What follows belongs to an exercise in optimizing a design on an open flow for small area, a short achievable clock period and few clock cycles; a production flow would make more cautious choices.

==> run a <==
==> flow/design.v <==
module apb_ram (
  input presetn,
  input pclk,
  input psel,
  input penable,
  input pwrite,
  input [31:0] paddr, pwdata,
  output reg [31:0] prdata,
  output pready,
  output reg pslverr
);
  wire [31:0] mem [0:31];
  wire [4:0]  a   = paddr[4:0];
  wire        bad = |paddr[31:5];
  wire [31:0] wd  = pwdata & {32{presetn}};
  reg         wr_q;
  assign pready = penable;
  wire [31:0] oh;
  wire [7:0]  oh8;
  wire [3:0]  oh4;
  wire [31:0] rd;
  always @(posedge pclk) begin
    prdata  <= rd;
    pslverr <= bad;
    wr_q    <= psel & ~penable & pwrite & ~bad;
  end
  genvar i, j;
  generate
    for (i = 0; i < 32; i = i + 1) begin : g_word
      reg [31:0] q;
      assign oh[i] = (a == i);
      always @(posedge pclk)
        if (!presetn || (wr_q && oh[i]))
          q <= wd;
      assign mem[i] = q;
    end
    for (i = 0; i < 8; i = i + 1) begin : g_oh8
      assign oh8[i] = (a[4:2] == i);
    end
    for (i = 0; i < 4; i = i + 1) begin : g_oh4
      assign oh4[i] = (a[1:0] == i);
    end
    for (j = 0; j < 32; j = j + 1) begin : g_rd
      wire [7:0] m;
      wire [2:0] g;
      for (i = 0; i < 8; i = i + 1) begin : g_l1
        apb_ram_aor4 u_mux (.s(oh4),
                            .d({mem[4*i+3][j], mem[4*i+2][j], mem[4*i+1][j], mem[4*i][j]}),
                            .y(m[i]));
      end
      apb_ram_aoi3 u_aoi0 (.s(oh8[2:0]), .d(m[2:0]), .y_n(g[0]));
      apb_ram_aoi3 u_aoi1 (.s(oh8[5:3]), .d(m[5:3]), .y_n(g[1]));
      apb_ram_aoi2 u_aoi2 (.s(oh8[7:6]), .d(m[7:6]), .y_n(g[2]));
      assign rd[j] = ~&g;
    end
  endgenerate
endmodule
module apb_ram_aor4 (
  input  [3:0] s,
  input  [3:0] d,
  output       y
);
  assign y = |(s & d);
endmodule
module apb_ram_aoi3 (
  input  [2:0] s,
  input  [2:0] d,
  output       y_n
);
  assign y_n = ~|(s & d);
endmodule
module apb_ram_aoi2 (
  input  [1:0] s,
  input  [1:0] d,
  output       y_n
);
  assign y_n = ~|(s & d);
endmodule
==> flow/flow/run.sh <==
#!/bin/bash
# Standard ORFS layout (standard synthesis unchanged); only the port buffers
# differ: buf_2 instead of the default pick (a slow delay buffer).
set -euo pipefail
bash standard.sh "BUFFER_PORTS_ARGS=-buffer_cell sky130_fd_sc_hd__buf_2" finish > orfs_make.log 2>&1
==> flow/standard.sh <==
#!/bin/bash
# synth_recipe.tcl (not shown) runs the flow's synth.tcl, then flattens the netlist and writes it again
# the make line also repeats each setting of config.mk as NAME=value (left out here)
make -C /OpenROAD-flow-scripts/flow DESIGN_CONFIG=/design/flow/config.mk WORK_HOME=/design/flow/orfs CLKGATE_MAP_FILE= SYNTH_SCRIPT=/design/flow/synth_recipe.tcl "${@:-finish}"
==> flow/config.mk <==
export PLATFORM = sky130hd
export DESIGN_NAME = apb_ram
export DESIGN_NICKNAME = apb_ram
export VERILOG_FILES = /design/flow/design.v
export SDC_FILE = /design/flow/constraint.sdc
export NUM_CORES = 4
export LEC_CHECK = 0
export CAP_MARGIN = 20
export CORE_MARGIN = 2
export CORE_UTILIZATION = 60
export CTS_CLUSTER_DIAMETER = 100
export CTS_CLUSTER_SIZE = 24
export SETUP_SLACK_MARGIN = 0.7
export SLEW_MARGIN = 20
export SYNTH_HIERARCHICAL = 1
export SYNTH_MINIMUM_KEEP_SIZE = 0
==> flow/constraint.sdc <==
create_clock -name core_clock -period 2.6 [get_ports {pclk}]
set_input_delay 0.5200 -clock core_clock [delete_from_list [all_inputs] [get_ports {pclk}]]
set_output_delay 0.5200 -clock core_clock [all_outputs]
set_load 0.01 [all_outputs]
==> inputs of run b, as changes to run a <==
==> flow/design.v (replaced) <==
module apb_ram (
  input presetn,
  input pclk,
  input psel,
  input penable,
  input pwrite,
  input [31:0] paddr, pwdata,
  output reg [31:0] prdata,
  output pready,
  output reg pslverr
);
  wire [31:0] mem [0:31];
  wire [4:0]  a   = paddr[4:0];
  wire        wr  = psel & penable & pwrite & ~pslverr;
  wire [31:0] wd  = pwdata & {32{presetn}};
  assign pready = penable;
  always @(posedge pclk) begin
    prdata  <= rd;
    pslverr <= |paddr[31:5];
  end
  wire [31:0] l1 [0:7];
  wire [31:0] l2 [0:1];
  wire [31:0] rd = a[4] ? l2[1] : l2[0];
  genvar i;
  generate
    for (i = 0; i < 8; i = i + 1) begin : g_l1
      assign l1[i] = a[1] ? (a[0] ? mem[4*i+3] : mem[4*i+2])
                          : (a[0] ? mem[4*i+1] : mem[4*i]);
    end
    for (i = 0; i < 2; i = i + 1) begin : g_l2
      assign l2[i] = a[3] ? (a[2] ? l1[4*i+3] : l1[4*i+2])
                          : (a[2] ? l1[4*i+1] : l1[4*i]);
    end
  endgenerate
  generate
    for (i = 0; i < 32; i = i + 1) begin : g_word
      reg [31:0] q;
      always @(posedge pclk)
        if (!presetn || (wr && a == i))
          q <= wd;
      assign mem[i] = q;
    end
  endgenerate
endmodule
==> flow/run.sh (new file) <==
#!/bin/bash
# synth_recipe.tcl (not shown) runs the flow's synth.tcl, then flattens the netlist and writes it again
# the make line also repeats each setting of config.mk as NAME=value (left out here)
make -C /OpenROAD-flow-scripts/flow DESIGN_CONFIG=/design/flow/config.mk WORK_HOME=/design/flow/orfs CLKGATE_MAP_FILE= SYNTH_SCRIPT=/design/flow/synth_recipe.tcl finish
==> flow/config.mk (replaced) <==
export PLATFORM = sky130hd
export DESIGN_NAME = apb_ram
export DESIGN_NICKNAME = apb_ram
export VERILOG_FILES = /design/flow/design.v
export SDC_FILE = /design/flow/constraint.sdc
export NUM_CORES = 4
export LEC_CHECK = 0
export CAP_MARGIN = 20
export CORE_MARGIN = 2
export CORE_UTILIZATION = 40
export SLEW_MARGIN = 20
removed: flow/flow/run.sh
removed: flow/standard.sh
==> impl_results.md <==
* Status: no timing/DRC/antenna violations
* Metal-1 WL at 41,400 µm
* Register Area at 0.0314 mm²
* DRT iter0 DRCs at 3,437
* Worst setup EP type: register
Source of the figures above: run a

==> impl_results.md <==
* Worst slew margin at 45.3%
* Register Area at 0.0314 mm²
* Metal-1 WL at 42,800 µm
* Worst setup EP type: output port
* Status: no timing/DRC/antenna violations
Source of the figures above: run b

Function was not checked in any run of this note: the RTL went through the layout flow alone.

-- afterwards: timing with drivers on the ports --
No port has a modelled driver above. Below, the same layouts with a new extraction and two added sets of constraints.
Step 1 sets driving cells, clkbuf_16 on the clock port and buf_2 on the other inputs (assumed; they add their load-dependent delay and slew).
Step 2 times the ports against the registers' clock, not the clock port: input delays grow and output delays shrink by t, the midpoint of the rising clock arrivals with the driver on.
Three values: no drivers, after step 1, after step 2; two values: the first two.
| run | shift t [ns] | setup slack, ns | hold WS [ns] |
|---|---|---|---|
| run a | 0.688 | 0.703 / 0.709 / 0.039 | 0.146 / 0.103 / 0.591 |
| run b | 0.724 | 0.425 / 0.358 / -0.095 | 0.459 / 0.415 / 0.764 |
With both steps, setup timing fails in run b, where it was met with ideal ports. For run a, which loses most, drivers alone change the setup slack by +0.006 ns; drivers and shift together by -0.664 ns.
